What follows belongs to an exercise in optimizing a design on an open flow for small area and a short achievable clock period; a production flow would make more cautious choices.
Only the layout flow was run in this run; the RTL was not checked for function there.

**run.sh**
```bash
#!/bin/bash
# synth_recipe.tcl (not shown) runs the flow's synth.tcl, then flattens the netlist and writes it again
# the make line also repeats each setting of config.mk as NAME=value (left out here)
make -C /OpenROAD-flow-scripts/flow DESIGN_CONFIG=/design/flow/config.mk WORK_HOME=/design/flow/orfs CLKGATE_MAP_FILE= SYNTH_SCRIPT=/design/flow/synth_recipe.tcl finish
```
**config.mk**
```make
export PLATFORM = sky130hd
export DESIGN_NAME = multiplicacao_matrizes
export DESIGN_NICKNAME = multiplicacao_matrizes
export VERILOG_FILES = /design/flow/design.v
export SDC_FILE = /design/flow/constraint.sdc
export NUM_CORES = 8
export LEC_CHECK = 0
export CAP_MARGIN = 20
export CORE_MARGIN = 2
export CORE_UTILIZATION = 50
export PLACE_DENSITY = 0.6
export SLEW_MARGIN = 20
export SYNTH_HIERARCHICAL = 1
```
**constraint.sdc**
```tcl
create_clock -name core_clock -period 18.0 [get_ports {clk}]
set_input_delay 3.6000 -clock core_clock [delete_from_list [all_inputs] [get_ports {clk}]]
set_output_delay 3.6000 -clock core_clock [all_outputs]
set_load 0.01 [all_outputs]
```
**design.v**
```verilog
module multiplicacao_matrizes (
    input clk,
    input signed [199:0] A_in,
    input signed [199:0] B_in,
    input [1:0] matrix_size_in,   
    output reg [199:0] C_out,
    output reg overflow_flag_out
);
    reg [4:0] en;
    always @(*) begin
        case (matrix_size_in)
            2'b00: en = 5'b00011;
            2'b01: en = 5'b00111;
            2'b10: en = 5'b01111;
            default: en = 5'b11111;
        endcase
    end
    reg [199:0] A, B;
    integer r, c;
    always @(posedge clk) begin
        for (r = 0; r < 5; r = r + 1)
            for (c = 0; c < 5; c = c + 1) begin
                A[(r*5+c)*8 +: 8] <= A_in[(r*5+c)*8 +: 8] & {8{en[r] & en[c]}};
                B[(r*5+c)*8 +: 8] <= B_in[(r*5+c)*8 +: 8] & {8{en[r] & en[c]}};
            end
    end
    wire [399:0] S;
    wire [24:0] ovf;
    genvar i, j;
    generate
        for (i = 0; i < 5; i = i + 1) begin : row
            for (j = 0; j < 5; j = j + 1) begin : col
                dot5 u (
                    .a0(A[(i*5+0)*8 +: 8]), .a1(A[(i*5+1)*8 +: 8]), .a2(A[(i*5+2)*8 +: 8]),
                    .a3(A[(i*5+3)*8 +: 8]), .a4(A[(i*5+4)*8 +: 8]),
                    .b0(B[(0*5+j)*8 +: 8]), .b1(B[(1*5+j)*8 +: 8]), .b2(B[(2*5+j)*8 +: 8]),
                    .b3(B[(3*5+j)*8 +: 8]), .b4(B[(4*5+j)*8 +: 8]),
                    .s(S[(i*5+j)*16 +: 16])
                );
                assign ovf[i*5+j] = ~((&S[(i*5+j)*16+7 +: 9]) | ~(|S[(i*5+j)*16+7 +: 9]));
            end
        end
    endgenerate
    integer e;
    always @(posedge clk) begin
        for (e = 0; e < 25; e = e + 1)
            C_out[e*8 +: 8] <= S[e*16 +: 8];
        overflow_flag_out <= |ovf;
    end
endmodule
module dot5 (
    input [7:0] a0, a1, a2, a3, a4,
    input [7:0] b0, b1, b2, b3, b4,
    output [15:0] s
);
    wire p0_0_0 = ~(a0[0] & b0[0]);
    wire p0_0_1 = ~(a0[0] & b0[1]);
    wire p0_0_2 = ~(a0[0] & b0[2]);
    wire p0_0_3 = ~(a0[0] & b0[3]);
    wire p0_0_4 = ~(a0[0] & b0[4]);
    wire p0_0_5 = ~(a0[0] & b0[5]);
    wire p0_0_6 = ~(a0[0] & b0[6]);
    wire p0_0_7 = a0[0] & b0[7];
    wire p0_1_0 = ~(a0[1] & b0[0]);
    wire p0_1_1 = ~(a0[1] & b0[1]);
    wire p0_1_2 = ~(a0[1] & b0[2]);
    wire p0_1_3 = ~(a0[1] & b0[3]);
    wire p0_1_4 = ~(a0[1] & b0[4]);
    wire p0_1_5 = ~(a0[1] & b0[5]);
    wire p0_1_6 = ~(a0[1] & b0[6]);
    wire p0_1_7 = a0[1] & b0[7];
    wire p0_2_0 = ~(a0[2] & b0[0]);
    wire p0_2_1 = ~(a0[2] & b0[1]);
    wire p0_2_2 = ~(a0[2] & b0[2]);
    wire p0_2_3 = ~(a0[2] & b0[3]);
    wire p0_2_4 = ~(a0[2] & b0[4]);
    wire p0_2_5 = ~(a0[2] & b0[5]);
    wire p0_2_6 = ~(a0[2] & b0[6]);
    wire p0_2_7 = a0[2] & b0[7];
    wire p0_3_0 = ~(a0[3] & b0[0]);
    wire p0_3_1 = ~(a0[3] & b0[1]);
    wire p0_3_2 = ~(a0[3] & b0[2]);
    wire p0_3_3 = ~(a0[3] & b0[3]);
    wire p0_3_4 = ~(a0[3] & b0[4]);
    wire p0_3_5 = ~(a0[3] & b0[5]);
    wire p0_3_6 = ~(a0[3] & b0[6]);
    wire p0_3_7 = a0[3] & b0[7];
    wire p0_4_0 = ~(a0[4] & b0[0]);
    wire p0_4_1 = ~(a0[4] & b0[1]);
    wire p0_4_2 = ~(a0[4] & b0[2]);
    wire p0_4_3 = ~(a0[4] & b0[3]);
    wire p0_4_4 = ~(a0[4] & b0[4]);
    wire p0_4_5 = ~(a0[4] & b0[5]);
    wire p0_4_6 = ~(a0[4] & b0[6]);
    wire p0_4_7 = a0[4] & b0[7];
    wire p0_5_0 = ~(a0[5] & b0[0]);
    wire p0_5_1 = ~(a0[5] & b0[1]);
    wire p0_5_2 = ~(a0[5] & b0[2]);
    wire p0_5_3 = ~(a0[5] & b0[3]);
    wire p0_5_4 = ~(a0[5] & b0[4]);
    wire p0_5_5 = ~(a0[5] & b0[5]);
    wire p0_5_6 = ~(a0[5] & b0[6]);
    wire p0_5_7 = a0[5] & b0[7];
    wire p0_6_0 = ~(a0[6] & b0[0]);
    wire p0_6_1 = ~(a0[6] & b0[1]);
    wire p0_6_2 = ~(a0[6] & b0[2]);
    wire p0_6_3 = ~(a0[6] & b0[3]);
    wire p0_6_4 = ~(a0[6] & b0[4]);
    wire p0_6_5 = ~(a0[6] & b0[5]);
    wire p0_6_6 = ~(a0[6] & b0[6]);
    wire p0_6_7 = a0[6] & b0[7];
    wire p0_7_0 = a0[7] & b0[0];
    wire p0_7_1 = a0[7] & b0[1];
    wire p0_7_2 = a0[7] & b0[2];
    wire p0_7_3 = a0[7] & b0[3];
    wire p0_7_4 = a0[7] & b0[4];
    wire p0_7_5 = a0[7] & b0[5];
    wire p0_7_6 = a0[7] & b0[6];
    wire p0_7_7 = ~(a0[7] & b0[7]);
    wire p1_0_0 = ~(a1[0] & b1[0]);
    wire p1_0_1 = ~(a1[0] & b1[1]);
    wire p1_0_2 = ~(a1[0] & b1[2]);
    wire p1_0_3 = ~(a1[0] & b1[3]);
    wire p1_0_4 = ~(a1[0] & b1[4]);
    wire p1_0_5 = ~(a1[0] & b1[5]);
    wire p1_0_6 = ~(a1[0] & b1[6]);
    wire p1_0_7 = a1[0] & b1[7];
    wire p1_1_0 = ~(a1[1] & b1[0]);
    wire p1_1_1 = ~(a1[1] & b1[1]);
    wire p1_1_2 = ~(a1[1] & b1[2]);
    wire p1_1_3 = ~(a1[1] & b1[3]);
    wire p1_1_4 = ~(a1[1] & b1[4]);
    wire p1_1_5 = ~(a1[1] & b1[5]);
    wire p1_1_6 = ~(a1[1] & b1[6]);
    wire p1_1_7 = a1[1] & b1[7];
    wire p1_2_0 = ~(a1[2] & b1[0]);
    wire p1_2_1 = ~(a1[2] & b1[1]);
    wire p1_2_2 = ~(a1[2] & b1[2]);
    wire p1_2_3 = ~(a1[2] & b1[3]);
    wire p1_2_4 = ~(a1[2] & b1[4]);
    wire p1_2_5 = ~(a1[2] & b1[5]);
    wire p1_2_6 = ~(a1[2] & b1[6]);
    wire p1_2_7 = a1[2] & b1[7];
    wire p1_3_0 = ~(a1[3] & b1[0]);
    wire p1_3_1 = ~(a1[3] & b1[1]);
    wire p1_3_2 = ~(a1[3] & b1[2]);
    wire p1_3_3 = ~(a1[3] & b1[3]);
    wire p1_3_4 = ~(a1[3] & b1[4]);
    wire p1_3_5 = ~(a1[3] & b1[5]);
    wire p1_3_6 = ~(a1[3] & b1[6]);
    wire p1_3_7 = a1[3] & b1[7];
    wire p1_4_0 = ~(a1[4] & b1[0]);
    wire p1_4_1 = ~(a1[4] & b1[1]);
    wire p1_4_2 = ~(a1[4] & b1[2]);
    wire p1_4_3 = ~(a1[4] & b1[3]);
    wire p1_4_4 = ~(a1[4] & b1[4]);
    wire p1_4_5 = ~(a1[4] & b1[5]);
    wire p1_4_6 = ~(a1[4] & b1[6]);
    wire p1_4_7 = a1[4] & b1[7];
    wire p1_5_0 = ~(a1[5] & b1[0]);
    wire p1_5_1 = ~(a1[5] & b1[1]);
    wire p1_5_2 = ~(a1[5] & b1[2]);
    wire p1_5_3 = ~(a1[5] & b1[3]);
    wire p1_5_4 = ~(a1[5] & b1[4]);
    wire p1_5_5 = ~(a1[5] & b1[5]);
    wire p1_5_6 = ~(a1[5] & b1[6]);
    wire p1_5_7 = a1[5] & b1[7];
    wire p1_6_0 = ~(a1[6] & b1[0]);
    wire p1_6_1 = ~(a1[6] & b1[1]);
    wire p1_6_2 = ~(a1[6] & b1[2]);
    wire p1_6_3 = ~(a1[6] & b1[3]);
    wire p1_6_4 = ~(a1[6] & b1[4]);
    wire p1_6_5 = ~(a1[6] & b1[5]);
    wire p1_6_6 = ~(a1[6] & b1[6]);
    wire p1_6_7 = a1[6] & b1[7];
    wire p1_7_0 = a1[7] & b1[0];
    wire p1_7_1 = a1[7] & b1[1];
    wire p1_7_2 = a1[7] & b1[2];
    wire p1_7_3 = a1[7] & b1[3];
    wire p1_7_4 = a1[7] & b1[4];
    wire p1_7_5 = a1[7] & b1[5];
    wire p1_7_6 = a1[7] & b1[6];
    wire p1_7_7 = ~(a1[7] & b1[7]);
    wire p2_0_0 = ~(a2[0] & b2[0]);
    wire p2_0_1 = ~(a2[0] & b2[1]);
    wire p2_0_2 = ~(a2[0] & b2[2]);
    wire p2_0_3 = ~(a2[0] & b2[3]);
    wire p2_0_4 = ~(a2[0] & b2[4]);
    wire p2_0_5 = ~(a2[0] & b2[5]);
    wire p2_0_6 = ~(a2[0] & b2[6]);
    wire p2_0_7 = a2[0] & b2[7];
    wire p2_1_0 = ~(a2[1] & b2[0]);
    wire p2_1_1 = ~(a2[1] & b2[1]);
    wire p2_1_2 = ~(a2[1] & b2[2]);
    wire p2_1_3 = ~(a2[1] & b2[3]);
    wire p2_1_4 = ~(a2[1] & b2[4]);
    wire p2_1_5 = ~(a2[1] & b2[5]);
    wire p2_1_6 = ~(a2[1] & b2[6]);
    wire p2_1_7 = a2[1] & b2[7];
    wire p2_2_0 = ~(a2[2] & b2[0]);
    wire p2_2_1 = ~(a2[2] & b2[1]);
    wire p2_2_2 = ~(a2[2] & b2[2]);
    wire p2_2_3 = ~(a2[2] & b2[3]);
    wire p2_2_4 = ~(a2[2] & b2[4]);
    wire p2_2_5 = ~(a2[2] & b2[5]);
    wire p2_2_6 = ~(a2[2] & b2[6]);
    wire p2_2_7 = a2[2] & b2[7];
    wire p2_3_0 = ~(a2[3] & b2[0]);
    wire p2_3_1 = ~(a2[3] & b2[1]);
    wire p2_3_2 = ~(a2[3] & b2[2]);
    wire p2_3_3 = ~(a2[3] & b2[3]);
    wire p2_3_4 = ~(a2[3] & b2[4]);
    wire p2_3_5 = ~(a2[3] & b2[5]);
    wire p2_3_6 = ~(a2[3] & b2[6]);
    wire p2_3_7 = a2[3] & b2[7];
    wire p2_4_0 = ~(a2[4] & b2[0]);
    wire p2_4_1 = ~(a2[4] & b2[1]);
    wire p2_4_2 = ~(a2[4] & b2[2]);
    wire p2_4_3 = ~(a2[4] & b2[3]);
    wire p2_4_4 = ~(a2[4] & b2[4]);
    wire p2_4_5 = ~(a2[4] & b2[5]);
    wire p2_4_6 = ~(a2[4] & b2[6]);
    wire p2_4_7 = a2[4] & b2[7];
    wire p2_5_0 = ~(a2[5] & b2[0]);
    wire p2_5_1 = ~(a2[5] & b2[1]);
    wire p2_5_2 = ~(a2[5] & b2[2]);
    wire p2_5_3 = ~(a2[5] & b2[3]);
    wire p2_5_4 = ~(a2[5] & b2[4]);
    wire p2_5_5 = ~(a2[5] & b2[5]);
    wire p2_5_6 = ~(a2[5] & b2[6]);
    wire p2_5_7 = a2[5] & b2[7];
    wire p2_6_0 = ~(a2[6] & b2[0]);
    wire p2_6_1 = ~(a2[6] & b2[1]);
    wire p2_6_2 = ~(a2[6] & b2[2]);
    wire p2_6_3 = ~(a2[6] & b2[3]);
    wire p2_6_4 = ~(a2[6] & b2[4]);
    wire p2_6_5 = ~(a2[6] & b2[5]);
    wire p2_6_6 = ~(a2[6] & b2[6]);
    wire p2_6_7 = a2[6] & b2[7];
    wire p2_7_0 = a2[7] & b2[0];
    wire p2_7_1 = a2[7] & b2[1];
    wire p2_7_2 = a2[7] & b2[2];
    wire p2_7_3 = a2[7] & b2[3];
    wire p2_7_4 = a2[7] & b2[4];
    wire p2_7_5 = a2[7] & b2[5];
    wire p2_7_6 = a2[7] & b2[6];
    wire p2_7_7 = ~(a2[7] & b2[7]);
    wire p3_0_0 = ~(a3[0] & b3[0]);
    wire p3_0_1 = ~(a3[0] & b3[1]);
    wire p3_0_2 = ~(a3[0] & b3[2]);
    wire p3_0_3 = ~(a3[0] & b3[3]);
    wire p3_0_4 = ~(a3[0] & b3[4]);
    wire p3_0_5 = ~(a3[0] & b3[5]);
    wire p3_0_6 = ~(a3[0] & b3[6]);
    wire p3_0_7 = a3[0] & b3[7];
    wire p3_1_0 = ~(a3[1] & b3[0]);
    wire p3_1_1 = ~(a3[1] & b3[1]);
    wire p3_1_2 = ~(a3[1] & b3[2]);
    wire p3_1_3 = ~(a3[1] & b3[3]);
    wire p3_1_4 = ~(a3[1] & b3[4]);
    wire p3_1_5 = ~(a3[1] & b3[5]);
    wire p3_1_6 = ~(a3[1] & b3[6]);
    wire p3_1_7 = a3[1] & b3[7];
    wire p3_2_0 = ~(a3[2] & b3[0]);
    wire p3_2_1 = ~(a3[2] & b3[1]);
    wire p3_2_2 = ~(a3[2] & b3[2]);
    wire p3_2_3 = ~(a3[2] & b3[3]);
    wire p3_2_4 = ~(a3[2] & b3[4]);
    wire p3_2_5 = ~(a3[2] & b3[5]);
    wire p3_2_6 = ~(a3[2] & b3[6]);
    wire p3_2_7 = a3[2] & b3[7];
    wire p3_3_0 = ~(a3[3] & b3[0]);
    wire p3_3_1 = ~(a3[3] & b3[1]);
    wire p3_3_2 = ~(a3[3] & b3[2]);
    wire p3_3_3 = ~(a3[3] & b3[3]);
    wire p3_3_4 = ~(a3[3] & b3[4]);
    wire p3_3_5 = ~(a3[3] & b3[5]);
    wire p3_3_6 = ~(a3[3] & b3[6]);
    wire p3_3_7 = a3[3] & b3[7];
    wire p3_4_0 = ~(a3[4] & b3[0]);
    wire p3_4_1 = ~(a3[4] & b3[1]);
    wire p3_4_2 = ~(a3[4] & b3[2]);
    wire p3_4_3 = ~(a3[4] & b3[3]);
    wire p3_4_4 = ~(a3[4] & b3[4]);
    wire p3_4_5 = ~(a3[4] & b3[5]);
    wire p3_4_6 = ~(a3[4] & b3[6]);
    wire p3_4_7 = a3[4] & b3[7];
    wire p3_5_0 = ~(a3[5] & b3[0]);
    wire p3_5_1 = ~(a3[5] & b3[1]);
    wire p3_5_2 = ~(a3[5] & b3[2]);
    wire p3_5_3 = ~(a3[5] & b3[3]);
    wire p3_5_4 = ~(a3[5] & b3[4]);
    wire p3_5_5 = ~(a3[5] & b3[5]);
    wire p3_5_6 = ~(a3[5] & b3[6]);
    wire p3_5_7 = a3[5] & b3[7];
    wire p3_6_0 = ~(a3[6] & b3[0]);
    wire p3_6_1 = ~(a3[6] & b3[1]);
    wire p3_6_2 = ~(a3[6] & b3[2]);
    wire p3_6_3 = ~(a3[6] & b3[3]);
    wire p3_6_4 = ~(a3[6] & b3[4]);
    wire p3_6_5 = ~(a3[6] & b3[5]);
    wire p3_6_6 = ~(a3[6] & b3[6]);
    wire p3_6_7 = a3[6] & b3[7];
    wire p3_7_0 = a3[7] & b3[0];
    wire p3_7_1 = a3[7] & b3[1];
    wire p3_7_2 = a3[7] & b3[2];
    wire p3_7_3 = a3[7] & b3[3];
    wire p3_7_4 = a3[7] & b3[4];
    wire p3_7_5 = a3[7] & b3[5];
    wire p3_7_6 = a3[7] & b3[6];
    wire p3_7_7 = ~(a3[7] & b3[7]);
    wire p4_0_0 = ~(a4[0] & b4[0]);
    wire p4_0_1 = ~(a4[0] & b4[1]);
    wire p4_0_2 = ~(a4[0] & b4[2]);
    wire p4_0_3 = ~(a4[0] & b4[3]);
    wire p4_0_4 = ~(a4[0] & b4[4]);
    wire p4_0_5 = ~(a4[0] & b4[5]);
    wire p4_0_6 = ~(a4[0] & b4[6]);
    wire p4_0_7 = a4[0] & b4[7];
    wire p4_1_0 = ~(a4[1] & b4[0]);
    wire p4_1_1 = ~(a4[1] & b4[1]);
    wire p4_1_2 = ~(a4[1] & b4[2]);
    wire p4_1_3 = ~(a4[1] & b4[3]);
    wire p4_1_4 = ~(a4[1] & b4[4]);
    wire p4_1_5 = ~(a4[1] & b4[5]);
    wire p4_1_6 = ~(a4[1] & b4[6]);
    wire p4_1_7 = a4[1] & b4[7];
    wire p4_2_0 = ~(a4[2] & b4[0]);
    wire p4_2_1 = ~(a4[2] & b4[1]);
    wire p4_2_2 = ~(a4[2] & b4[2]);
    wire p4_2_3 = ~(a4[2] & b4[3]);
    wire p4_2_4 = ~(a4[2] & b4[4]);
    wire p4_2_5 = ~(a4[2] & b4[5]);
    wire p4_2_6 = ~(a4[2] & b4[6]);
    wire p4_2_7 = a4[2] & b4[7];
    wire p4_3_0 = ~(a4[3] & b4[0]);
    wire p4_3_1 = ~(a4[3] & b4[1]);
    wire p4_3_2 = ~(a4[3] & b4[2]);
    wire p4_3_3 = ~(a4[3] & b4[3]);
    wire p4_3_4 = ~(a4[3] & b4[4]);
    wire p4_3_5 = ~(a4[3] & b4[5]);
    wire p4_3_6 = ~(a4[3] & b4[6]);
    wire p4_3_7 = a4[3] & b4[7];
    wire p4_4_0 = ~(a4[4] & b4[0]);
    wire p4_4_1 = ~(a4[4] & b4[1]);
    wire p4_4_2 = ~(a4[4] & b4[2]);
    wire p4_4_3 = ~(a4[4] & b4[3]);
    wire p4_4_4 = ~(a4[4] & b4[4]);
    wire p4_4_5 = ~(a4[4] & b4[5]);
    wire p4_4_6 = ~(a4[4] & b4[6]);
    wire p4_4_7 = a4[4] & b4[7];
    wire p4_5_0 = ~(a4[5] & b4[0]);
    wire p4_5_1 = ~(a4[5] & b4[1]);
    wire p4_5_2 = ~(a4[5] & b4[2]);
    wire p4_5_3 = ~(a4[5] & b4[3]);
    wire p4_5_4 = ~(a4[5] & b4[4]);
    wire p4_5_5 = ~(a4[5] & b4[5]);
    wire p4_5_6 = ~(a4[5] & b4[6]);
    wire p4_5_7 = a4[5] & b4[7];
    wire p4_6_0 = ~(a4[6] & b4[0]);
    wire p4_6_1 = ~(a4[6] & b4[1]);
    wire p4_6_2 = ~(a4[6] & b4[2]);
    wire p4_6_3 = ~(a4[6] & b4[3]);
    wire p4_6_4 = ~(a4[6] & b4[4]);
    wire p4_6_5 = ~(a4[6] & b4[5]);
    wire p4_6_6 = ~(a4[6] & b4[6]);
    wire p4_6_7 = a4[6] & b4[7];
    wire p4_7_0 = a4[7] & b4[0];
    wire p4_7_1 = a4[7] & b4[1];
    wire p4_7_2 = a4[7] & b4[2];
    wire p4_7_3 = a4[7] & b4[3];
    wire p4_7_4 = a4[7] & b4[4];
    wire p4_7_5 = a4[7] & b4[5];
    wire p4_7_6 = a4[7] & b4[6];
    wire p4_7_7 = ~(a4[7] & b4[7]);
    wire s0, c0;
    fa f1 (p0_0_0, p1_0_0, p2_0_0, s0, c0);
    wire s1, c1;
    ha h2 (p3_0_0, p4_0_0, s1, c1);
    wire s2, c2;
    fa f3 (1'b1, p0_0_1, p0_1_0, s2, c2);
    wire s3, c3;
    fa f4 (p1_0_1, p1_1_0, p2_0_1, s3, c3);
    wire s4, c4;
    fa f5 (p2_1_0, p3_0_1, p3_1_0, s4, c4);
    wire s5, c5;
    fa f6 (p4_0_1, p4_1_0, c1, s5, c5);
    wire s6, c6;
    fa f7 (c0, s2, s3, s6, c6);
    wire s7, c7;
    ha h8 (s4, s5, s7, c7);
    wire s8, c8;
    fa f9 (p0_0_2, p0_1_1, p0_2_0, s8, c8);
    wire s9, c9;
    fa f10 (p1_0_2, p1_1_1, p1_2_0, s9, c9);
    wire s10, c10;
    fa f11 (p2_0_2, p2_1_1, p2_2_0, s10, c10);
    wire s11, c11;
    fa f12 (p3_0_2, p3_1_1, p3_2_0, s11, c11);
    wire s12, c12;
    fa f13 (p4_0_2, p4_1_1, p4_2_0, s12, c12);
    wire s13, c13;
    fa f14 (c2, c3, c4, s13, c13);
    wire s14, c14;
    fa f15 (s10, s11, s12, s14, c14);
    wire s15, c15;
    fa f16 (s8, s9, c5, s15, c15);
    wire s16, c16;
    fa f17 (s13, c6, s14, s16, c16);
    wire s17, c17;
    ha h18 (c7, s15, s17, c17);
    wire s18, c18;
    fa f19 (1'b1, p0_0_3, p0_1_2, s18, c18);
    wire s19, c19;
    fa f20 (p0_2_1, p0_3_0, p1_0_3, s19, c19);
    wire s20, c20;
    fa f21 (p1_1_2, p1_2_1, p1_3_0, s20, c20);
    wire s21, c21;
    fa f22 (p2_0_3, p2_1_2, p2_2_1, s21, c21);
    wire s22, c22;
    fa f23 (p2_3_0, p3_0_3, p3_1_2, s22, c22);
    wire s23, c23;
    fa f24 (p3_2_1, p3_3_0, p4_0_3, s23, c23);
    wire s24, c24;
    fa f25 (p4_1_2, p4_2_1, p4_3_0, s24, c24);
    wire s25, c25;
    fa f26 (c10, c11, c12, s25, c25);
    wire s26, c26;
    fa f27 (c8, c9, s18, s26, c26);
    wire s27, c27;
    fa f28 (s19, s20, s21, s27, c27);
    wire s28, c28;
    fa f29 (s22, s23, s24, s28, c28);
    wire s29, c29;
    fa f30 (c13, s25, c14, s29, c29);
    wire s30, c30;
    fa f31 (s26, s27, s28, s30, c30);
    wire s31, c31;
    fa f32 (c15, c16, s29, s31, c31);
    wire s32, c32;
    ha h33 (c17, s30, s32, c32);
    wire s33, c33;
    fa f34 (1'b1, p0_0_4, p0_1_3, s33, c33);
    wire s34, c34;
    fa f35 (p0_2_2, p0_3_1, p0_4_0, s34, c34);
    wire s35, c35;
    fa f36 (p1_0_4, p1_1_3, p1_2_2, s35, c35);
    wire s36, c36;
    fa f37 (p1_3_1, p1_4_0, p2_0_4, s36, c36);
    wire s37, c37;
    fa f38 (p2_1_3, p2_2_2, p2_3_1, s37, c37);
    wire s38, c38;
    fa f39 (p2_4_0, p3_0_4, p3_1_3, s38, c38);
    wire s39, c39;
    fa f40 (p3_2_2, p3_3_1, p3_4_0, s39, c39);
    wire s40, c40;
    fa f41 (p4_0_4, p4_1_3, p4_2_2, s40, c40);
    wire s41, c41;
    fa f42 (p4_3_1, p4_4_0, c18, s41, c41);
    wire s42, c42;
    fa f43 (c19, c20, c21, s42, c42);
    wire s43, c43;
    fa f44 (c22, c23, c24, s43, c43);
    wire s44, c44;
    fa f45 (s33, s34, s35, s44, c44);
    wire s45, c45;
    fa f46 (s36, s37, s38, s45, c45);
    wire s46, c46;
    fa f47 (s39, s40, c25, s46, c46);
    wire s47, c47;
    fa f48 (s41, s42, s43, s47, c47);
    wire s48, c48;
    fa f49 (c26, c27, c28, s48, c48);
    wire s49, c49;
    fa f50 (s44, s45, c29, s49, c49);
    wire s50, c50;
    fa f51 (s46, c30, s47, s50, c50);
    wire s51, c51;
    fa f52 (s48, c32, s49, s51, c51);
    wire s52, c52;
    ha h53 (c31, s50, s52, c52);
    wire s53, c53;
    fa f54 (1'b1, p0_0_5, p0_1_4, s53, c53);
    wire s54, c54;
    fa f55 (p0_2_3, p0_3_2, p0_4_1, s54, c54);
    wire s55, c55;
    fa f56 (p0_5_0, p1_0_5, p1_1_4, s55, c55);
    wire s56, c56;
    fa f57 (p1_2_3, p1_3_2, p1_4_1, s56, c56);
    wire s57, c57;
    fa f58 (p1_5_0, p2_0_5, p2_1_4, s57, c57);
    wire s58, c58;
    fa f59 (p2_2_3, p2_3_2, p2_4_1, s58, c58);
    wire s59, c59;
    fa f60 (p2_5_0, p3_0_5, p3_1_4, s59, c59);
    wire s60, c60;
    fa f61 (p3_2_3, p3_3_2, p3_4_1, s60, c60);
    wire s61, c61;
    fa f62 (p3_5_0, p4_0_5, p4_1_4, s61, c61);
    wire s62, c62;
    fa f63 (p4_2_3, p4_3_2, p4_4_1, s62, c62);
    wire s63, c63;
    fa f64 (p4_5_0, c33, c34, s63, c63);
    wire s64, c64;
    fa f65 (c35, c36, c37, s64, c64);
    wire s65, c65;
    fa f66 (c38, c39, c40, s65, c65);
    wire s66, c66;
    fa f67 (s53, s54, s55, s66, c66);
    wire s67, c67;
    fa f68 (s56, s57, s58, s67, c67);
    wire s68, c68;
    fa f69 (s59, s60, s61, s68, c68);
    wire s69, c69;
    fa f70 (s62, c41, c42, s69, c69);
    wire s70, c70;
    fa f71 (c43, s63, s64, s70, c70);
    wire s71, c71;
    fa f72 (s65, c44, c45, s71, c71);
    wire s72, c72;
    fa f73 (s66, s67, s68, s72, c72);
    wire s73, c73;
    fa f74 (c46, c47, c48, s73, c73);
    wire s74, c74;
    fa f75 (s69, s70, s71, s74, c74);
    wire s75, c75;
    fa f76 (s72, c49, c50, s75, c75);
    wire s76, c76;
    fa f77 (s73, s74, c52, s76, c76);
    wire s77, c77;
    ha h78 (c51, s75, s77, c77);
    wire s78, c78;
    fa f79 (1'b1, p0_0_6, p0_1_5, s78, c78);
    wire s79, c79;
    fa f80 (p0_2_4, p0_3_3, p0_4_2, s79, c79);
    wire s80, c80;
    fa f81 (p0_5_1, p0_6_0, p1_0_6, s80, c80);
    wire s81, c81;
    fa f82 (p1_1_5, p1_2_4, p1_3_3, s81, c81);
    wire s82, c82;
    fa f83 (p1_4_2, p1_5_1, p1_6_0, s82, c82);
    wire s83, c83;
    fa f84 (p2_0_6, p2_1_5, p2_2_4, s83, c83);
    wire s84, c84;
    fa f85 (p2_3_3, p2_4_2, p2_5_1, s84, c84);
    wire s85, c85;
    fa f86 (p2_6_0, p3_0_6, p3_1_5, s85, c85);
    wire s86, c86;
    fa f87 (p3_2_4, p3_3_3, p3_4_2, s86, c86);
    wire s87, c87;
    fa f88 (p3_5_1, p3_6_0, p4_0_6, s87, c87);
    wire s88, c88;
    fa f89 (p4_1_5, p4_2_4, p4_3_3, s88, c88);
    wire s89, c89;
    fa f90 (p4_4_2, p4_5_1, p4_6_0, s89, c89);
    wire s90, c90;
    fa f91 (c53, c54, c55, s90, c90);
    wire s91, c91;
    fa f92 (c56, c57, c58, s91, c91);
    wire s92, c92;
    fa f93 (c59, c60, c61, s92, c92);
    wire s93, c93;
    fa f94 (c62, s78, s79, s93, c93);
    wire s94, c94;
    fa f95 (s80, s81, s82, s94, c94);
    wire s95, c95;
    fa f96 (s83, s84, s85, s95, c95);
    wire s96, c96;
    fa f97 (s86, s87, s88, s96, c96);
    wire s97, c97;
    fa f98 (s89, c63, c64, s97, c97);
    wire s98, c98;
    fa f99 (c65, s90, s91, s98, c98);
    wire s99, c99;
    fa f100 (s92, c66, c67, s99, c99);
    wire s100, c100;
    fa f101 (c68, s93, s94, s100, c100);
    wire s101, c101;
    fa f102 (s95, s96, c69, s101, c101);
    wire s102, c102;
    fa f103 (c70, c71, s97, s102, c102);
    wire s103, c103;
    fa f104 (c72, s98, s99, s103, c103);
    wire s104, c104;
    fa f105 (s100, c73, s101, s104, c104);
    wire s105, c105;
    fa f106 (s102, c74, s103, s105, c105);
    wire s106, c106;
    fa f107 (c75, s104, s105, s106, c106);
    wire s107, c107;
    ha h108 (c76, c77, s107, c107);
    wire s108, c108;
    fa f109 (1'b1, p0_0_7, p0_1_6, s108, c108);
    wire s109, c109;
    fa f110 (p0_2_5, p0_3_4, p0_4_3, s109, c109);
    wire s110, c110;
    fa f111 (p0_5_2, p0_6_1, p0_7_0, s110, c110);
    wire s111, c111;
    fa f112 (p1_0_7, p1_1_6, p1_2_5, s111, c111);
    wire s112, c112;
    fa f113 (p1_3_4, p1_4_3, p1_5_2, s112, c112);
    wire s113, c113;
    fa f114 (p1_6_1, p1_7_0, p2_0_7, s113, c113);
    wire s114, c114;
    fa f115 (p2_1_6, p2_2_5, p2_3_4, s114, c114);
    wire s115, c115;
    fa f116 (p2_4_3, p2_5_2, p2_6_1, s115, c115);
    wire s116, c116;
    fa f117 (p2_7_0, p3_0_7, p3_1_6, s116, c116);
    wire s117, c117;
    fa f118 (p3_2_5, p3_3_4, p3_4_3, s117, c117);
    wire s118, c118;
    fa f119 (p3_5_2, p3_6_1, p3_7_0, s118, c118);
    wire s119, c119;
    fa f120 (p4_0_7, p4_1_6, p4_2_5, s119, c119);
    wire s120, c120;
    fa f121 (p4_3_4, p4_4_3, p4_5_2, s120, c120);
    wire s121, c121;
    fa f122 (p4_6_1, p4_7_0, c78, s121, c121);
    wire s122, c122;
    fa f123 (c79, c80, c81, s122, c122);
    wire s123, c123;
    fa f124 (c82, c83, c84, s123, c123);
    wire s124, c124;
    fa f125 (c85, c86, c87, s124, c124);
    wire s125, c125;
    fa f126 (c88, c89, s108, s125, c125);
    wire s126, c126;
    fa f127 (s109, s110, s111, s126, c126);
    wire s127, c127;
    fa f128 (s112, s113, s114, s127, c127);
    wire s128, c128;
    fa f129 (s115, s116, s117, s128, c128);
    wire s129, c129;
    fa f130 (s118, s119, s120, s129, c129);
    wire s130, c130;
    fa f131 (c90, c91, c92, s130, c130);
    wire s131, c131;
    fa f132 (s121, s122, s123, s131, c131);
    wire s132, c132;
    fa f133 (s124, c93, c94, s132, c132);
    wire s133, c133;
    fa f134 (c95, c96, s125, s133, c133);
    wire s134, c134;
    fa f135 (s126, s127, s128, s134, c134);
    wire s135, c135;
    fa f136 (s129, c97, c98, s135, c135);
    wire s136, c136;
    fa f137 (c99, s130, c100, s136, c136);
    wire s137, c137;
    fa f138 (s131, s132, s133, s137, c137);
    wire s138, c138;
    fa f139 (s134, c101, c102, s138, c138);
    wire s139, c139;
    fa f140 (s135, c103, s136, s139, c139);
    wire s140, c140;
    fa f141 (s137, c104, s138, s140, c140);
    wire s141, c141;
    fa f142 (c105, s139, s140, s141, c141);
    wire s142, c142;
    ha h143 (c106, c107, s142, c142);
    wire s143, c143;
    fa f144 (p0_1_7, p0_2_6, p0_3_5, s143, c143);
    wire s144, c144;
    fa f145 (p0_4_4, p0_5_3, p0_6_2, s144, c144);
    wire s145, c145;
    fa f146 (p0_7_1, p1_1_7, p1_2_6, s145, c145);
    wire s146, c146;
    fa f147 (p1_3_5, p1_4_4, p1_5_3, s146, c146);
    wire s147, c147;
    fa f148 (p1_6_2, p1_7_1, p2_1_7, s147, c147);
    wire s148, c148;
    fa f149 (p2_2_6, p2_3_5, p2_4_4, s148, c148);
    wire s149, c149;
    fa f150 (p2_5_3, p2_6_2, p2_7_1, s149, c149);
    wire s150, c150;
    fa f151 (p3_1_7, p3_2_6, p3_3_5, s150, c150);
    wire s151, c151;
    fa f152 (p3_4_4, p3_5_3, p3_6_2, s151, c151);
    wire s152, c152;
    fa f153 (p3_7_1, p4_1_7, p4_2_6, s152, c152);
    wire s153, c153;
    fa f154 (p4_3_5, p4_4_4, p4_5_3, s153, c153);
    wire s154, c154;
    fa f155 (p4_6_2, p4_7_1, c108, s154, c154);
    wire s155, c155;
    fa f156 (c109, c110, c111, s155, c155);
    wire s156, c156;
    fa f157 (c112, c113, c114, s156, c156);
    wire s157, c157;
    fa f158 (c115, c116, c117, s157, c157);
    wire s158, c158;
    fa f159 (c118, c119, c120, s158, c158);
    wire s159, c159;
    fa f160 (s143, s144, s145, s159, c159);
    wire s160, c160;
    fa f161 (s146, s147, s148, s160, c160);
    wire s161, c161;
    fa f162 (s149, s150, s151, s161, c161);
    wire s162, c162;
    fa f163 (s152, s153, c121, s162, c162);
    wire s163, c163;
    fa f164 (c122, c123, c124, s163, c163);
    wire s164, c164;
    fa f165 (s154, s155, s156, s164, c164);
    wire s165, c165;
    fa f166 (s157, s158, c125, s165, c165);
    wire s166, c166;
    fa f167 (c126, c127, c128, s166, c166);
    wire s167, c167;
    fa f168 (c129, s159, s160, s167, c167);
    wire s168, c168;
    fa f169 (s161, c130, c131, s168, c168);
    wire s169, c169;
    fa f170 (c132, s162, s163, s169, c169);
    wire s170, c170;
    fa f171 (c133, c134, s164, s170, c170);
    wire s171, c171;
    fa f172 (s165, s166, s167, s171, c171);
    wire s172, c172;
    fa f173 (c135, c136, s168, s172, c172);
    wire s173, c173;
    fa f174 (s169, s170, c137, s173, c173);
    wire s174, c174;
    fa f175 (s171, c138, c139, s174, c174);
    wire s175, c175;
    fa f176 (s172, s173, c140, s175, c175);
    wire s176, c176;
    fa f177 (s174, c142, c141, s176, c176);
    wire s177, c177;
    fa f178 (p0_2_7, p0_3_6, p0_4_5, s177, c177);
    wire s178, c178;
    fa f179 (p0_5_4, p0_6_3, p0_7_2, s178, c178);
    wire s179, c179;
    fa f180 (p1_2_7, p1_3_6, p1_4_5, s179, c179);
    wire s180, c180;
    fa f181 (p1_5_4, p1_6_3, p1_7_2, s180, c180);
    wire s181, c181;
    fa f182 (p2_2_7, p2_3_6, p2_4_5, s181, c181);
    wire s182, c182;
    fa f183 (p2_5_4, p2_6_3, p2_7_2, s182, c182);
    wire s183, c183;
    fa f184 (p3_2_7, p3_3_6, p3_4_5, s183, c183);
    wire s184, c184;
    fa f185 (p3_5_4, p3_6_3, p3_7_2, s184, c184);
    wire s185, c185;
    fa f186 (p4_2_7, p4_3_6, p4_4_5, s185, c185);
    wire s186, c186;
    fa f187 (p4_5_4, p4_6_3, p4_7_2, s186, c186);
    wire s187, c187;
    fa f188 (c143, c144, c145, s187, c187);
    wire s188, c188;
    fa f189 (c146, c147, c148, s188, c188);
    wire s189, c189;
    fa f190 (c149, c150, c151, s189, c189);
    wire s190, c190;
    fa f191 (c152, c153, s177, s190, c190);
    wire s191, c191;
    fa f192 (s178, s179, s180, s191, c191);
    wire s192, c192;
    fa f193 (s181, s182, s183, s192, c192);
    wire s193, c193;
    fa f194 (s184, s185, s186, s193, c193);
    wire s194, c194;
    fa f195 (c154, c155, c156, s194, c194);
    wire s195, c195;
    fa f196 (c157, c158, s187, s195, c195);
    wire s196, c196;
    fa f197 (s188, s189, c159, s196, c196);
    wire s197, c197;
    fa f198 (c160, c161, s190, s197, c197);
    wire s198, c198;
    fa f199 (s191, s192, s193, s198, c198);
    wire s199, c199;
    fa f200 (c162, c163, c164, s199, c199);
    wire s200, c200;
    fa f201 (c165, c166, s194, s200, c200);
    wire s201, c201;
    fa f202 (c167, s195, s196, s201, c201);
    wire s202, c202;
    fa f203 (s197, s198, c168, s202, c202);
    wire s203, c203;
    fa f204 (c169, c170, s199, s203, c203);
    wire s204, c204;
    fa f205 (s200, c171, s201, s204, c204);
    wire s205, c205;
    fa f206 (c172, s202, c173, s205, c205);
    wire s206, c206;
    fa f207 (s203, s204, c174, s206, c206);
    wire s207, c207;
    fa f208 (s205, c175, s206, s207, c207);
    wire s208, c208;
    fa f209 (1'b1, p0_3_7, p0_4_6, s208, c208);
    wire s209, c209;
    fa f210 (p0_5_5, p0_6_4, p0_7_3, s209, c209);
    wire s210, c210;
    fa f211 (p1_3_7, p1_4_6, p1_5_5, s210, c210);
    wire s211, c211;
    fa f212 (p1_6_4, p1_7_3, p2_3_7, s211, c211);
    wire s212, c212;
    fa f213 (p2_4_6, p2_5_5, p2_6_4, s212, c212);
    wire s213, c213;
    fa f214 (p2_7_3, p3_3_7, p3_4_6, s213, c213);
    wire s214, c214;
    fa f215 (p3_5_5, p3_6_4, p3_7_3, s214, c214);
    wire s215, c215;
    fa f216 (p4_3_7, p4_4_6, p4_5_5, s215, c215);
    wire s216, c216;
    fa f217 (p4_6_4, p4_7_3, c177, s216, c216);
    wire s217, c217;
    fa f218 (c178, c179, c180, s217, c217);
    wire s218, c218;
    fa f219 (c181, c182, c183, s218, c218);
    wire s219, c219;
    fa f220 (c184, c185, c186, s219, c219);
    wire s220, c220;
    fa f221 (s208, s209, s210, s220, c220);
    wire s221, c221;
    fa f222 (s211, s212, s213, s221, c221);
    wire s222, c222;
    fa f223 (s214, s215, c187, s222, c222);
    wire s223, c223;
    fa f224 (c188, c189, s216, s223, c223);
    wire s224, c224;
    fa f225 (s217, s218, s219, s224, c224);
    wire s225, c225;
    fa f226 (c190, c191, c192, s225, c225);
    wire s226, c226;
    fa f227 (c193, s220, s221, s226, c226);
    wire s227, c227;
    fa f228 (c194, c195, c196, s227, c227);
    wire s228, c228;
    fa f229 (s222, c197, c198, s228, c228);
    wire s229, c229;
    fa f230 (s223, s224, s225, s229, c229);
    wire s230, c230;
    fa f231 (s226, c199, c200, s230, c230);
    wire s231, c231;
    fa f232 (s227, c201, s228, s231, c231);
    wire s232, c232;
    fa f233 (s229, c202, c203, s232, c232);
    wire s233, c233;
    fa f234 (s230, c204, s231, s233, c233);
    wire s234, c234;
    fa f235 (c205, s232, s233, s234, c234);
    wire s235, c235;
    ha h236 (c206, s234, s235, c235);
    wire s236, c236;
    fa f237 (p0_4_7, p0_5_6, p0_6_5, s236, c236);
    wire s237, c237;
    fa f238 (p0_7_4, p1_4_7, p1_5_6, s237, c237);
    wire s238, c238;
    fa f239 (p1_6_5, p1_7_4, p2_4_7, s238, c238);
    wire s239, c239;
    fa f240 (p2_5_6, p2_6_5, p2_7_4, s239, c239);
    wire s240, c240;
    fa f241 (p3_4_7, p3_5_6, p3_6_5, s240, c240);
    wire s241, c241;
    fa f242 (p3_7_4, p4_4_7, p4_5_6, s241, c241);
    wire s242, c242;
    fa f243 (p4_6_5, p4_7_4, c208, s242, c242);
    wire s243, c243;
    fa f244 (c209, c210, c211, s243, c243);
    wire s244, c244;
    fa f245 (c212, c213, c214, s244, c244);
    wire s245, c245;
    fa f246 (c215, s236, s237, s245, c245);
    wire s246, c246;
    fa f247 (s238, s239, s240, s246, c246);
    wire s247, c247;
    fa f248 (s241, c216, c217, s247, c247);
    wire s248, c248;
    fa f249 (c218, c219, s242, s248, c248);
    wire s249, c249;
    fa f250 (s243, s244, c220, s249, c249);
    wire s250, c250;
    fa f251 (c221, s245, s246, s250, c250);
    wire s251, c251;
    fa f252 (c222, c223, c224, s251, c251);
    wire s252, c252;
    fa f253 (c225, s247, c226, s252, c252);
    wire s253, c253;
    fa f254 (s248, s249, s250, s253, c253);
    wire s254, c254;
    fa f255 (c227, c228, s251, s254, c254);
    wire s255, c255;
    fa f256 (c229, s252, s253, s255, c255);
    wire s256, c256;
    fa f257 (c230, c231, s254, s256, c256);
    wire s257, c257;
    fa f258 (s255, c232, c233, s257, c257);
    wire s258, c258;
    fa f259 (s256, c234, s257, s258, c258);
    wire s259, c259;
    fa f260 (p0_5_7, p0_6_6, p0_7_5, s259, c259);
    wire s260, c260;
    fa f261 (p1_5_7, p1_6_6, p1_7_5, s260, c260);
    wire s261, c261;
    fa f262 (p2_5_7, p2_6_6, p2_7_5, s261, c261);
    wire s262, c262;
    fa f263 (p3_5_7, p3_6_6, p3_7_5, s262, c262);
    wire s263, c263;
    fa f264 (p4_5_7, p4_6_6, p4_7_5, s263, c263);
    wire s264, c264;
    fa f265 (c236, c237, c238, s264, c264);
    wire s265, c265;
    fa f266 (c239, c240, c241, s265, c265);
    wire s266, c266;
    fa f267 (s259, s260, s261, s266, c266);
    wire s267, c267;
    fa f268 (s262, s263, c242, s267, c267);
    wire s268, c268;
    fa f269 (c243, c244, s264, s268, c268);
    wire s269, c269;
    fa f270 (s265, c245, c246, s269, c269);
    wire s270, c270;
    fa f271 (s266, c247, c248, s270, c270);
    wire s271, c271;
    fa f272 (c249, s267, c250, s271, c271);
    wire s272, c272;
    fa f273 (s268, s269, c251, s272, c272);
    wire s273, c273;
    fa f274 (c252, s270, s271, s273, c273);
    wire s274, c274;
    fa f275 (c253, c254, s272, s274, c274);
    wire s275, c275;
    fa f276 (c255, s273, c256, s275, c275);
    wire s276, c276;
    fa f277 (s274, c257, s275, s276, c276);
    wire s277, c277;
    fa f278 (p0_6_7, p0_7_6, p1_6_7, s277, c277);
    wire s278, c278;
    fa f279 (p1_7_6, p2_6_7, p2_7_6, s278, c278);
    wire s279, c279;
    fa f280 (p3_6_7, p3_7_6, p4_6_7, s279, c279);
    wire s280, c280;
    fa f281 (p4_7_6, c259, c260, s280, c280);
    wire s281, c281;
    fa f282 (c261, c262, c263, s281, c281);
    wire s282, c282;
    fa f283 (s277, s278, s279, s282, c282);
    wire s283, c283;
    fa f284 (c264, c265, s280, s283, c283);
    wire s284, c284;
    fa f285 (s281, c266, s282, s284, c284);
    wire s285, c285;
    fa f286 (c267, c268, c269, s285, c285);
    wire s286, c286;
    fa f287 (s283, s284, c270, s286, c286);
    wire s287, c287;
    fa f288 (c271, s285, c272, s287, c287);
    wire s288, c288;
    fa f289 (s286, c273, c274, s288, c288);
    wire s289, c289;
    fa f290 (s287, c275, s288, s289, c289);
    wire s290, c290;
    fa f291 (p0_7_7, p1_7_7, p2_7_7, s290, c290);
    wire s291, c291;
    fa f292 (p3_7_7, p4_7_7, c277, s291, c291);
    wire s292, c292;
    fa f293 (c278, c279, s290, s292, c292);
    wire s293, c293;
    fa f294 (c280, c281, s291, s293, c293);
    wire s294, c294;
    fa f295 (c282, s292, c283, s294, c294);
    wire s295, c295;
    fa f296 (c284, s293, c285, s295, c295);
    wire s296, c296;
    fa f297 (s294, c286, s295, s296, c296);
    wire s297, c297;
    fa f298 (c287, s296, c288, s297, c297);
    wire s298 = 1'b1 ^ c290 ^ c291;
    wire s299 = c292 ^ c293 ^ s298;
    wire s300 = c294 ^ s299 ^ c295;
    wire s301 = c296 ^ s300 ^ c297;
    wire [15:0] x = {s301, c289, c276, c258, c235, c207, c176, s175, s142, s106, s76, s52, s32, s16, s6, s1};
    wire [15:0] y = {1'b0, s297, s289, s276, s258, s235, s207, s176, s141, s107, s77, s51, s31, s17, s7, s0};
    assign s = ~(x + y);
endmodule
module fa (input a, input b, input c, output s, output co);
    assign s = a ^ b ^ c;
    assign co = (a & b) | (a & c) | (b & c);
endmodule
module ha (input a, input b, output s, output co);
    assign s = a ^ b;
    assign co = a & b;
endmodule
```
==> run notes <==
## sequential cells by signal, indices dropped and copies added (netlist names)
name               count
A                    200
B                    200
C_out                200
overflow_flag_out      1
## modules after synthesis (local to each module, per instance)
module / times used / cells inside / cell area [um2]
multiplicacao_matrizes: 1 / 1186 / 15500
ha: 225 / 1 / 12.5
fa: 7225 / 1 / 20.0
dot5: 25 / 506 / 2480
## routing by layer
metal,vias up,GRT usage (%)
li1,64380,-
met1,95030,55.9
met3,5578,21.8
met5,-,1.12
met2,18375,65.0
met4,94,37.6
## per-stage QoR
step / cells / utilization (%)
global placement: 26711 / 52.8
floorplan: 21436 / -
detailed placement: 26713 / 52.9
CTS: 26873 / 53.6
global route: 26969 / 53.6
finish: 27078 / 53.7
## area by class of cell
type | count | area (um2)
Fill cell | 39345 | 208000
Clock buffer | 101 | 2420
Inverter | 175 | 657
Multi-Input combinational cell | 18858 | 206000
Sequential cell | 601 | 12600
Clock inverter | 59 | 704
Tap cell | 5952 | 7450
Antenna cell | 205 | 513
Timing Repair Buffer | 1127 | 10000
## kinds of logic (layout without fill, tap and decap cells)
group / Yosys count / count (layout) / share of synthesized area, %
other cells: 25 / 380 / 0.0417
compound gates: 891 / 891 / 2.80
flops: 601 / 601 / 5.35
fa+ha+maj: 7850 / 7850 / 67.8
simple gates: 9592 / 9592 / 19.3
buf+inv: 1977 / 1462 / 3.30
xor+xnor: 325 / 325 / 1.27
mux: 25 / 25 / 0.111
## critical path, cell delays in order, from the launching register on
cell and delay, ns:
sky130_fd_sc_hd__dfxtp_2 0.98, sky130_fd_sc_hd__buf_4 0.50, sky130_fd_sc_hd__nand2_1 0.14, sky130_fd_sc_hd__fa_1 0.47, sky130_fd_sc_hd__fa_1 0.50, sky130_fd_sc_hd__fa_1 0.47
sky130_fd_sc_hd__fa_1 0.49, sky130_fd_sc_hd__fa_1 0.52, sky130_fd_sc_hd__fa_1 0.43, sky130_fd_sc_hd__fa_1 0.40, sky130_fd_sc_hd__fa_1 0.45, sky130_fd_sc_hd__ha_1 0.36
sky130_fd_sc_hd__nand2_1 0.07, sky130_fd_sc_hd__o21ai_1 0.72, sky130_fd_sc_hd__nor2_1 0.20, sky130_fd_sc_hd__xor2_1 0.20, sky130_fd_sc_hd__or4_1 0.57, sky130_fd_sc_hd__nor4_1 0.90
sky130_fd_sc_hd__o22ai_1 0.45, sky130_fd_sc_hd__nor4_1 0.97, sky130_fd_sc_hd__nand4_1 0.15
## worst max path at each step
stage / startpoint / slack (ns) / endpoint
final: A[59] / 7.93 / overflow_flag_out
after global routing: A[59] / 7.81 / overflow_flag_out
after CTS: A[59] / 8.48 / overflow_flag_out
after detailed placement: A[59] / 8.44 / overflow_flag_out
after global placement: B[157] / 7.66 / overflow_flag_out
after floorplan: A[127] / 11.27 / overflow_flag_out
## placed cells by master, fill, tap and decap left out, types with 152 or more instances in the layout
cell,count
sky130_fd_sc_hd__fa_1,7250
sky130_fd_sc_hd__nand2_1,6475
sky130_fd_sc_hd__and2_1,1887
sky130_fd_sc_hd__clkdlybuf4s50_1,601
sky130_fd_sc_hd__ha_1,600
sky130_fd_sc_hd__buf_4,522
sky130_fd_sc_hd__dfxtp_2,353
sky130_fd_sc_hd__nor2_1,207
sky130_fd_sc_hd__diode_2,205
sky130_fd_sc_hd__dfxtp_1,201
sky130_fd_sc_hd__a21oi_1,200
sky130_fd_sc_hd__xnor2_1,199
sky130_fd_sc_hd__nor2b_1,179
sky130_fd_sc_hd__inv_1,175
sky130_fd_sc_hd__conb_1,175
sky130_fd_sc_hd__and3_1,168
sky130_fd_sc_hd__nor3_1,152
==> flow_metrics.tcl <==
set metrics [dict create \
    global_route_wire_length_before_repair_um 1480000 \
    outcome "failed layout checks" \
    worst-slew-pin-transition_ns 1.75 \
    rsz0062_at_grt "false" \
    synth_seq_area_share_pct 5.35 \
    yosys-top-cells-area "sky130_fd_sc_hd__fa_1, sky130_fd_sc_hd__nand2_1, sky130_fd_sc_hd__dfxtp_1" \
    distinct_cells_synth 45 \
    met2_length_um 432000 \
    layout_min_cycle_time_ns 10.07 \
    die_h_um 675 \
    final.period_utilization_pct 56.0 \
    post_cts_hold_buffer_count 0 \
    synthToLayoutAreaGrowth_pct 6.97 \
    critPathArrivalTime_ns 10.86 \
    yosysWarnings 7 \
    grt_start_max_net_pins 100 \
    synthesis.area_per_instance_um2 10.6 \
    cp_max_fo 23 \
    worst_setup_path_start_kind "flop" \
    synth_largest_area_cell "sky130_fd_sc_hd__fa_1" \
    worst_skew_pair.late_latency_ns 1.02 \
    postSynthRegisterBits 601 \
    maxSlewViolCount 24 \
    first_global_vias 196619 \
    drt-total-wl_um 1060000 \
    detailedRoute.firstIterationViolations 25630 \
    via_count 183457 \
    clock_skew_ns 0.135 \
    tritoncts "yes" \
    detail-route-antenna-nets 0 \
    post_dp_cell_area_um2 237000 \
    worstRegToRegCells 20 \
    maxUsedRoutingLayer "met5" \
    fin_worst_hold_slack_ns 0.838 \
    synth.top_cells.by_count "sky130_fd_sc_hd__fa_1, sky130_fd_sc_hd__nand2_1, sky130_fd_sc_hd__and2_1" \
    cts_inserted_buffers 89 \
    worstHoldPathType "reg2reg" \
    most_common_cell_in_the_synthesized_netlist "sky130_fd_sc_hd__fa_1" \
    postCtsResizedCells 0 \
    final_layout_size_suffix_gt1_share_pct 5.66 \
    pre_cts_ws_ns 8.44 \
    setup_violations 0 \
    setup_ws_ns 7.93 \
    post_synthesis_async_set_or_reset_flop_share_pct 0 \
    synth_top_cell_area_share_pct 64.5 \
    met3RoutedLength_um 171000 \
    number_of_levels_the_h_tree_was_split_into 3 \
    min_delay_worst_endpoint "C_out[136]" \
    cap_violations 1 \
    place_congestion 1.04 \
    postSynth.topFlopCell "sky130_fd_sc_hd__dfxtp_1" \
    hold_start "B[176]" \
    cts.path.max_buffers 4 \
    violations "capacitance limit, slew limit" \
    cts_setup_buffers 0 \
    clkSinkCount 601 \
    cts.reportedPaths.clkPinSlew_ns 0.08 \
    route.detailed.wl_per_inst_um 39.2 \
    antenna_found_initial 156 \
    setup_tns_ns 0 \
    dieArea_um2 455000 \
    nets 29105 \
    post_detailed_route_via_to_cell_ratio 6.78 \
    worstReg2RegStart "A[59]" \
    criticalPathCategory "reg2reg" \
    reg2reg_setup_slack_ns 7.93 \
    crit-reg2reg-capture "overflow_flag_out" \
    fin_area_um2 241000 \
    worstPathRequired_ns 18.79 \
    post-dp-hpwl_um 729000 \
    placeableCoreArea_um2 448000 \
    global_route.overflow_total 0 \
    worst_setup_path_end_kind "flop" \
    io_pins 604 \
    fmax_mhz 99.3 \
    site_rows 246 \
    gr-usage-all-layers_pct 46.9 \
    count_of_flip_flops_with_a_built_in_enable_after_synthesis 0 \
    io_buffers 603 \
    finalHoldViolations 0 \
    post-route-drc-count 0 \
    firstDrtPassIters 9 \
    initial_utilization_pct 50.2 \
    synthCells 21286 \
    detail_route.wirelength.met1_um 347000 \
    die_width_um 675 \
    max_slew_margin_pct -16.3 \
    root_buffer "sky130_fd_sc_hd__clkbuf_16" \
    synth.cell_area_um2 225000 \
    holdPathStages 4 \
]

re-timing with driven ports:
The results above use ideal ports. As a check the final layout listed here was re-extracted and re-timed, cells and wires unchanged.
Step 1, drivers: a clkbuf_16 drives clk and a buf_2 each remaining input, both assumed.
Step 2 moves the port delays by t, midway between the first and last clock arrival at a register: inputs arrive t later, outputs are due t later. That takes back most of the time a late clock gives input paths.
a / b / c = no drivers / after step 1 / after step 2; a / b = the first two.
t, ns: 1.102
setup slack, ns: 7.928 / 7.928 / 7.928
hold WS [ns]: 0.838 / 0.838 / 0.838
worst data-port slew with drivers (ns): 0.17
cell pins on the clock port's net: 1
The setup slack of this run moves by 0.000 ns with the drivers and by 0.000 ns with both steps.
